Source: an optimization exercise on an open RTL-to-GDS flow (aim: small area). Production flows keep margins and buffers that such runs may drop.
Only simulation tests tie the RTL to the original design; equivalence was not proved.
No driver is modelled on the clock port, so clocking that relies on it looks cheaper here than on a real chip.
Power is estimated from default activity; no workload was simulated.

// top
module top(
	clk_50MHz,
	rst,
	SWC,
	SWR0,
	SWR1,
	SWR2,
	SWR3,
	a,
	b,
	c,
	d,
	e,
	f,
	g,
	ds,
	vpassed,
	vnotpassed,
	vopened
);
For scale: ~28 I/O pins, about 3500 um^2 of cells after synthesis.
Settings: LEC_CHECK=0, CAP_MARGIN=20, CORE_MARGIN=2, CORE_UTILIZATION=55, SLEW_MARGIN=20; clock period 20.0 ns.
standard.sh (not shown) runs the stock make flow with config.mk's settings and CLKGATE_MAP_FILE= SYNTH_SCRIPT=/design/flow/synth_recipe.tcl, a recipe that flattens the netlist after the stock synthesis.
==> flow/flow/run.sh <==
#!/bin/bash
# Own layout flow:
#  1. the standard synthesis (standard.sh synth), unchanged;
#  2. the combinational logic between the flip-flops is re-mapped by ABC for
#     area with several ABC scripts, four at a time; the smallest netlist that
#     keeps every flip-flop instance (name and cell) of the standard synthesis
#     is used;
#  3. the standard layout up to CTS, with the ports buffered by buf_1
#     cells and a clock tree of clkbuf_4 cells without dummy loads;
#  4. clock-tree buffers are upsized to clkbuf_8 where a flip-flop clock pin's
#     estimated slew is over 110 ps (clkfix.tcl);
#  5. the standard layout from global route to finish.
# Each tool's output goes to a flow_*.log file in the work folder.
set -euo pipefail
W=$(pwd)
R=$W/orfs/results/$FLOW_PLATFORM/top/base
PLAT=$FLOW_HOME/platforms/$FLOW_PLATFORM
LIB=$PLAT/lib/sky130_fd_sc_hd__tt_025C_1v80.lib
ARGS=(
	"BUFFER_PORTS_ARGS=-buffer_cell sky130_fd_sc_hd__buf_1"
	"CTS_ARGS=-sink_clustering_enable -repair_clock_nets -dont_use_dummy_load -buf_list {sky130_fd_sc_hd__clkbuf_4}"
)

bash standard.sh synth > $W/flow_synth.log 2>&1
cp $R/1_2_yosys.v $W/standard_synth.v

SCRIPTS=(
	'+strash;&get,-n;&deepsyn,-J,500;&put;dch,-f;amap'
	'+strash;&get,-n;&deepsyn,-J,500,-S,1;&put;dch,-f;amap'
	'+strash;&get,-n;&deepsyn,-J,500,-S,2;&put;dch,-f;amap'
	'+strash;&get,-n;&deepsyn,-J,500,-S,3;&put;dch,-f;amap'
	'+strash;&get,-n;&deepsyn,-J,500,-S,4;&put;dch,-f;amap'
	'+strash;&get,-n;&deepsyn,-J,500,-S,5;&put;dch,-f;amap'
	'+strash;&get,-n;&deepsyn,-J,500,-S,6;&put;dch,-f;amap'
	'+strash;&get,-n;&deepsyn,-J,500,-S,7;&put;dch,-f;amap'
	'+strash;&get,-n;&deepsyn,-J,500;&dch,-f;&nf,-R,1000;&put'
	'+strash;&get,-n;&deepsyn,-J,500,-S,1;&dch,-f;&nf,-R,1000;&put'
	'+strash;dc2;&get,-n;&deepsyn,-J,500;&put;dch,-f;amap'
	'+strash;dc2;&get,-n;&deepsyn,-J,500,-S,1;&put;dch,-f;amap'
)
run_one() {
	local i=$1
	sed -e "s#@LIB@#$LIB#g" -e "s#@IN@#$W/standard_synth.v#g" -e "s#@OUT@#$W/resyn_$i.v#g" \
		-e "s#@SCRIPT@#$W/resyn_$i.abc#" flow/resyn.ys > $W/resyn_$i.ys
	printf '%s\n' "${SCRIPTS[$i]#+}" | tr ';,' '\n ' > $W/resyn_$i.abc
	yosys -l $W/flow_resyn_$i.log -q $W/resyn_$i.ys > /dev/null 2>&1 || true
}
for i in "${!SCRIPTS[@]}"; do
	run_one $i &
	if (( i % 4 == 3 )); then wait; fi
done
wait

# keep the smallest netlist that has every flip-flop of the standard synthesis
ff() { grep -oE '^ +sky130_fd_sc_hd__[a-z]*df[a-z0-9_]* +[^ ]+' "$1" | sort; }
best=""
best_area=""
for i in "${!SCRIPTS[@]}"; do
	[[ -s $W/resyn_$i.v ]] || continue
	[[ "$(ff $W/standard_synth.v)" == "$(ff $W/resyn_$i.v)" ]] || continue
	a=$(grep "Chip area" $W/flow_resyn_$i.log | tail -1 | awk '{print $NF}')
	echo "netlist $i: area $a" >> $W/flow_pick.log
	if [[ -z "$best" ]] || awk -v a="$a" -v b="$best_area" 'BEGIN{exit !(a < b)}'; then
		best=$i
		best_area=$a
	fi
done
echo "best is $best with area $best_area" >> $W/flow_pick.log
if [[ -n "$best" ]]; then
	cp $W/resyn_$best.v $R/1_2_yosys.v
	rm -f $R/1_synth.odb $R/1_synth.sdc
fi

bash standard.sh cts "${ARGS[@]}" > $W/flow_cts.log 2>&1

cp $R/4_cts.odb $W/cts_before_clkfix.odb
if ! CTS_ODB=$R/4_cts.odb CTS_SDC=$R/4_cts.sdc LIB=$LIB PLATFORM_DIR=$PLAT CLK_SLEW_TARGET=0.11 \
	openroad -no_init -exit flow/clkfix.tcl > $W/flow_clkfix.log 2>&1; then
	echo "clkfix failed; keeping the clock tree as CTS made it" >> $W/flow_clkfix.log
	cp $W/cts_before_clkfix.odb $R/4_cts.odb
fi

bash standard.sh finish "${ARGS[@]}" > $W/flow_finish.log 2>&1
==> flow/flow/clkfix.tcl <==
# After CTS: upsize clock-tree buffers (clkbuf_4 -> clkbuf_8) until every
# flip-flop clock pin's estimated slew is under the target, then legalize.
# Reads and rewrites $::env(CTS_ODB).
set lib $::env(LIB)
read_db $::env(CTS_ODB)
read_liberty $lib
read_sdc $::env(CTS_SDC)
source $::env(PLATFORM_DIR)/setRC.tcl
set_propagated_clock [all_clocks]
set target $::env(CLK_SLEW_TARGET)
set big sky130_fd_sc_hd__clkbuf_8

proc worst_sink {} {
  set worst 0
  set wp ""
  foreach p [get_pins -of_objects [all_registers] -filter "is_clock==1"] {
    set s [get_property $p slew_max]
    if { $s > $worst } { set worst $s; set wp $p }
  }
  return [list $worst $wp]
}

for { set it 0 } { $it < 40 } { incr it } {
  estimate_parasitics -placement
  lassign [worst_sink] worst wp
  puts "iteration $it: worst clock pin slew [format %.4f $worst] at [get_full_name $wp]"
  if { $worst <= $target } { break }
  # the buffer driving the worst pin; if it is already big, its driver
  set net [get_nets -of_objects $wp]
  set drv [get_cells -of_objects [get_pins -of_objects $net -filter "direction==output"]]
  set done 0
  while { $drv != "" && !$done } {
    set ref [get_property $drv ref_name]
    if { [string match "*clkbuf*" $ref] && $ref != $big } {
      puts "  upsize [get_full_name $drv] $ref -> $big"
      replace_cell $drv $big
      set done 1
    } else {
      set in [get_pins -of_objects $drv -filter "direction==input"]
      if { [llength $in] != 1 } { break }
      set drvnet [get_nets -of_objects $in]
      set drv [get_cells -quiet -of_objects [get_pins -quiet -of_objects $drvnet -filter "direction==output"]]
    }
  }
  if { !$done } { break }
}
detailed_placement
check_placement
write_db $::env(CTS_ODB)
Other scripts of this flow, unchanged in this note and not shown: flow/flow/resyn.ys
==> next run, changes <==
--- a/flow/flow/run.sh
+++ b/flow/flow/run.sh
@@ -9,5 +9,5 @@
 #     cells and a clock tree of clkbuf_4 cells without dummy loads;
 #  4. clock-tree buffers are upsized to clkbuf_8 where a flip-flop clock pin's
-#     estimated slew is over 110 ps (clkfix.tcl);
+#     estimated slew is over 105 ps (clkfix.tcl);
 #  5. the standard layout from global route to finish.
 # Each tool's output goes to a flow_*.log file in the work folder.
@@ -75,5 +75,5 @@
 
 cp $R/4_cts.odb $W/cts_before_clkfix.odb
-if ! CTS_ODB=$R/4_cts.odb CTS_SDC=$R/4_cts.sdc LIB=$LIB PLATFORM_DIR=$PLAT CLK_SLEW_TARGET=0.11 \
+if ! CTS_ODB=$R/4_cts.odb CTS_SDC=$R/4_cts.sdc LIB=$LIB PLATFORM_DIR=$PLAT CLK_SLEW_TARGET=0.105 \
 	openroad -no_init -exit flow/clkfix.tcl > $W/flow_clkfix.log 2>&1; then
 	echo "clkfix failed; keeping the clock tree as CTS made it" >> $W/flow_clkfix.log
Effect: Via count is unchanged; synthesized cell count stays the same; worst setup slack does not change; cell count does not change; global-route usage does not change; wire length does not change; sequential share of layout area does not change; count of clock-buffer cells in the layout stays the same; total power does not change; synthesized area stays the same.
==> next run, changes <==
--- a/flow/flow/run.sh
+++ b/flow/flow/run.sh
@@ -9,5 +9,5 @@
 #     cells and a clock tree of clkbuf_4 cells without dummy loads;
 #  4. clock-tree buffers are upsized to clkbuf_8 where a flip-flop clock pin's
-#     estimated slew is over 105 ps (clkfix.tcl);
+#     estimated slew is over 100 ps (clkfix.tcl);
 #  5. the standard layout from global route to finish.
 # Each tool's output goes to a flow_*.log file in the work folder.
@@ -32,10 +32,6 @@
 	'+strash;&get,-n;&deepsyn,-J,500,-S,4;&put;dch,-f;amap'
 	'+strash;&get,-n;&deepsyn,-J,500,-S,5;&put;dch,-f;amap'
-	'+strash;&get,-n;&deepsyn,-J,500,-S,6;&put;dch,-f;amap'
-	'+strash;&get,-n;&deepsyn,-J,500,-S,7;&put;dch,-f;amap'
 	'+strash;&get,-n;&deepsyn,-J,500;&dch,-f;&nf,-R,1000;&put'
 	'+strash;&get,-n;&deepsyn,-J,500,-S,1;&dch,-f;&nf,-R,1000;&put'
-	'+strash;dc2;&get,-n;&deepsyn,-J,500;&put;dch,-f;amap'
-	'+strash;dc2;&get,-n;&deepsyn,-J,500,-S,1;&put;dch,-f;amap'
 )
 run_one() {
@@ -75,5 +71,5 @@
 
 cp $R/4_cts.odb $W/cts_before_clkfix.odb
-if ! CTS_ODB=$R/4_cts.odb CTS_SDC=$R/4_cts.sdc LIB=$LIB PLATFORM_DIR=$PLAT CLK_SLEW_TARGET=0.105 \
+if ! CTS_ODB=$R/4_cts.odb CTS_SDC=$R/4_cts.sdc LIB=$LIB PLATFORM_DIR=$PLAT CLK_SLEW_TARGET=0.10 \
 	openroad -no_init -exit flow/clkfix.tcl > $W/flow_clkfix.log 2>&1; then
 	echo "clkfix failed; keeping the clock tree as CTS made it" >> $W/flow_clkfix.log
=>
- die area is unchanged
- sequential power is about the same
- worst hold slack gains 0.016 ns
- clock skew barely changes
- total power goes up by about 0.8%
- final area hardly moves
- clock-buffer cell count does not change

-- re-timing with driven ports --
The flow's constraints put no driver on any port. The routed layouts listed below were extracted and timed again, unchanged, in two steps. Step 1: set_driving_cell puts a clkbuf_16 on clk_50MHz and a buf_2 on each other input, an assumption about the parent block. Step 2 also shifts input and output timing later by t, the mid clock arrival at the registers, as if the neighbouring blocks saw the same clock. a / b / c = ideal ports / drivers / drivers and shift; a / b = the first two.
| run | t, ns | setup WS [ns] | hold slack, ns | slew at the worst register clock pin (ns) | worst slew at a driven data input, ns |
|---|---|---|---|---|---|
| the first run | 0.443 | 11.770 / 11.742 / 12.184 | 0.300 / 0.300 / 0.300 | 0.10 / 0.10 | 0.03 |
| the second run | 0.443 | 11.770 / 11.742 / 12.184 | 0.300 / 0.300 / 0.300 | 0.10 / 0.10 | 0.03 |
| the third run | 0.446 | 11.765 / 11.737 / 12.183 | 0.315 / 0.315 / 0.315 | 0.10 / 0.10 | 0.03 |
After both steps setup and hold are still met in every run listed.
